What follows belongs to an exercise in optimizing a design on an open flow for a short achievable clock period and few clock cycles; a production flow would make more cautious choices.
In this exercise RTL edits were held to simulation tests only and were not proved equivalent to the original.
Power is estimated from default activity; no workload was simulated.

== run A ==
// Main_Controller
module Main_Controller(
  input clk, reset,
  output [9:0] imem_addr,        
  input [31:0] imem_data,        
  output [9:0] dmem_addr,        
  output dmem_we,                
  output [31:0] dmem_wdata,      
  input [31:0] dmem_rdata        
);
  localparam TW = 4;             
  localparam TN = 1 << TW;       
  reg [31:0] Register_Data [31:0];
  reg [9:0] PC;                  
  reg [TN-1:0] oh0;              
  reg        bt_v   [0:TN-1];
  reg [9:TW] bt_tag [0:TN-1];
  reg        bt_j   [0:TN-1];      
  reg [5:0]  bt_br  [0:TN-1];
  reg [4:0]  bt_rs  [0:TN-1];
  reg [4:0]  bt_rt  [0:TN-1];
  reg [9:0]  bt_tgt [0:TN-1];
  reg        bt_sk  [0:TN-1];      
  reg [1:0]  cnt    [0:TN-1];      
  reg        jb_v   [0:TN-1];
  reg [9:TW] jb_tag [0:TN-1];
  reg [5:0]  jb_br  [0:TN-1];
  reg [4:0]  jb_rs  [0:TN-1];
  reg [4:0]  jb_rt  [0:TN-1];
  reg [9:0]  jb_tgt [0:TN-1];      
  reg [9:0]  jb_nxt [0:TN-1];      
  reg        jb_sk  [0:TN-1];
  reg [1:0]  jb_cnt [0:TN-1];
  reg        kb_v   [0:TN-1];
  reg [5:0]  kb_br  [0:TN-1];
  reg [4:0]  kb_rs  [0:TN-1];
  reg [4:0]  kb_rt  [0:TN-1];
  reg [9:0]  kb_tgt [0:TN-1];
  reg [9:0]  kb_nxt [0:TN-1];
  reg        kb_sk  [0:TN-1];
  reg [1:0]  kb_cnt [0:TN-1];
  reg [31:0] e_a;                
  reg [31:0] e_b;                
  reg [31:0] e_c;                
  reg e_cin;
  reg e_sum;                     
  reg [5:0] e_sel;
  reg [4:0] e_rd;
  reg e_we, e_lw, e_sw, e_jr;
  reg [4:0] e_alo, e_ah0, e_ah1;
  reg e_acy;
  wire [9:0] e_addr = {e_acy ? e_ah1 : e_ah0, e_alo};
  reg [5:0] e_br;                
  reg e_pred;                    
  reg [9:0] e_alt;               
  reg [TW-1:0] e_ci;                
  reg e_shok;                    
  reg [5:0] p_br;
  reg [4:0] p_rs, p_rt;
  reg p_pred, p_sk;
  reg [9:0] p_alt;
  reg p_cj;                      
  reg [TW-1:0] p_ci;
  reg [5:0] p2_br;
  reg [4:0] p2_rs, p2_rt;
  reg p2_pred, p2_sk;
  reg [9:0] p2_alt;
  reg [TW-1:0] p2_ci;
  reg [5:0] q2_br;
  reg [31:0] q2_a, q2_b;
  reg q2_pred, q2_sk;
  reg [9:0] q2_alt;
  reg [TW-1:0] q2_ci;
  reg [5:0] q_br;
  reg [31:0] q_a, q_b;
  reg q_pred, q_sk;
  reg [9:0] q_alt;
  reg q_cj;
  ...
Size in the first run: about 14000 cells after synthesis, roughly 3500 flip-flops, roughly 120 I/O pins.
==> flow/config.mk <==
export PLATFORM = sky130hd
export DESIGN_NAME = Main_Controller
export DESIGN_NICKNAME = Main_Controller
export VERILOG_FILES = /design/flow/design.v
export SDC_FILE = /design/flow/constraint.sdc
export NUM_CORES = 4
export LEC_CHECK = 0
export ABC_CLOCK_PERIOD_IN_PS = 3500
export CAP_MARGIN = 20
export CORE_MARGIN = 2
export CORE_UTILIZATION = 40
export PLACE_DENSITY = 0.6
export SETUP_SLACK_MARGIN = 5
export SLEW_MARGIN = 20
export TNS_END_PERCENT = 100
==> flow/constraint.sdc <==
create_clock -name core_clock -period 9.0 [get_ports {clk}]
set_input_delay 1.8000 -clock core_clock [delete_from_list [all_inputs] [get_ports {clk}]]
set_output_delay 1.8000 -clock core_clock [all_outputs]
set_load 0.01 [all_outputs]
run.sh (not shown) runs the stock make flow with config.mk's settings and CLKGATE_MAP_FILE= SYNTH_SCRIPT=/design/flow/synth_recipe.tcl, a recipe that flattens the netlist after the stock synthesis.
Testbench counts of run A, summed over its fixed seeds: cycles 44,675.
Input changes introduced in run B (baseline for comparison: run A):
diff --git a/flow/design.v b/flow/design.v
--- a/flow/design.v
+++ b/flow/design.v
@@ -243,31 +243,28 @@
   reg [4:0] w_rd;
   reg [31:0] w_data;
   reg lj_v;
   reg [9:0] lj_pc;
   reg l2_v;
   reg [TW-1:0] l2_i;
   wire q_taken;
   wire q_wrong;
   Branching I6(.A(q_a), .B(q_b), .Br(q_br), .Pred(q_pred), .Taken(q_taken), .Mispredict(q_wrong));
-  wire e_used = e_we & (e_rd == imem_data[25:21] || e_rd == imem_data[20:16] ||
-                        (|p_br) & (e_rd == p_rs || e_rd == p_rt) ||
-                        (|p2_br) & (e_rd == p2_rs || e_rd == p2_rt));
-  wire q_skip = q_taken & q_sk & e_shok & ~e_used;
+  wire q_skip = q_taken & q_sk & e_shok;
   wire q2_taken, q2_bad;
   Branching I7(.A(q2_a), .B(q2_b), .Br(q2_br), .Pred(q2_pred), .Taken(q2_taken), .Mispredict(q2_bad));
   wire q2_wrong = q2_bad & ~q_wrong;
-  wire q2_skip = q2_taken & q2_sk & e_shok & ~e_used;
+  wire q2_skip = q2_taken & q2_sk & e_shok;
   wire q1_mis = q_wrong & ~q_skip;
   wire q2_mis = q2_wrong & ~q2_skip;
   wire q_mis = q1_mis | q2_mis;
   wire e_kill = q_wrong | q2_wrong;
-  wire e_fwd = e_we;
+  wire e_fwd = e_we & ~e_kill;
   wire [31:0] alu_out;
   ALU I3(.A(e_a), .C(e_c), .Sub(e_cin), .Shamt(e_b[4:0]), .Sel(e_sel), .Result(alu_out));
   wire e_taken, e_mis;
   Branching I4(.A(e_a), .B(e_b), .Br(e_br), .Pred(e_pred), .Taken(e_taken), .Mispredict(e_mis));
   wire [31:0] ld_data;
   Store_Load I5(
     .clk(clk), .reset(reset), .Is_Load(e_lw), .Is_Store(e_sw), .Store(e_sw & ~e_kill), .Address(e_addr),
     .Store_Data(e_b), .Load_Data(ld_data),
     .Mem_Address(dmem_addr), .Mem_Write(dmem_we), .Mem_Write_Data(dmem_wdata),
@@ -488,19 +485,19 @@
       q_br <= 6'd0;
       p2_br <= 6'd0;
       q2_br <= 6'd0;
       lj_v <= 1'b0;
       l2_v <= 1'b0;
       w_we <= 1'b0;
     end else begin
       if (w_we)
         Register_Data[w_rd] <= w_data;
-      w_we <= e_we & ~e_kill;
+      w_we <= e_fwd;
       PC <= npc;
       for (i = 0; i < TN; i = i + 1)
         oh0[i] <= npc[TW-1:0] == i;
       e_we <= d_we & ~f_kill;
       e_lw <= d_lw & ~f_kill;
       e_sw <= d_sw & ~f_kill;
       e_jr <= d_jr & ~f_kill;
       e_br <= f_kill ? 6'd0 : d_br;
       p_br <= f_kill ? 6'd0 : n_br;
Results
- The flow did not stop early for run B: all stages ran, and the layout cleared the timing, design-rule and antenna checks.
- Between run A and run B, clock latency at the later pin of the worst-skew pair decreased.
- Compare run B and run A | cell area after layout lower: run A
- The synthesized area of run A and that of run B are within noise of each other.
- Comparing run B and run A, the lower fraction of power consumed by the clock network was measured on run B.
- Per the comparison of run B with run A, final critical-path required period up 0.22 ns, cell count shows a reduction of about 0.37%, area of the core region level, overall routing resource usage stayed essentially flat, final worst-path setup slack now smaller.
Testbench counts of run B, summed over its fixed seeds: cycles 44,339.

==> static timing again, ports no longer ideal <==
The results above use ideal ports. As a check the final layouts listed here were re-extracted and re-timed, cells and wires unchanged. Step 1 assumes that a clkbuf_16 drives the clock port and a buf_2 every other input. Step 2 also shifts input and output timing later by t, the mid clock arrival at the registers, as if the neighbouring blocks saw the same clock. Three values: ideal ports, drivers, drivers and shift; two values: the first two.
run | t (ns) | slack for setup (ns) | worst setup path after step 2 | pins driven straight from the clock port
run A | 1.172 | 4.750 / 4.485 / 3.313 | input to register | 1
run B | 1.139 | 4.530 / 4.263 / 3.124 | input to register | 1
After both steps setup and hold are still met in every run listed. For run A, which loses most, drivers alone change the setup slack by -0.265 ns; drivers and shift together by -1.437 ns.
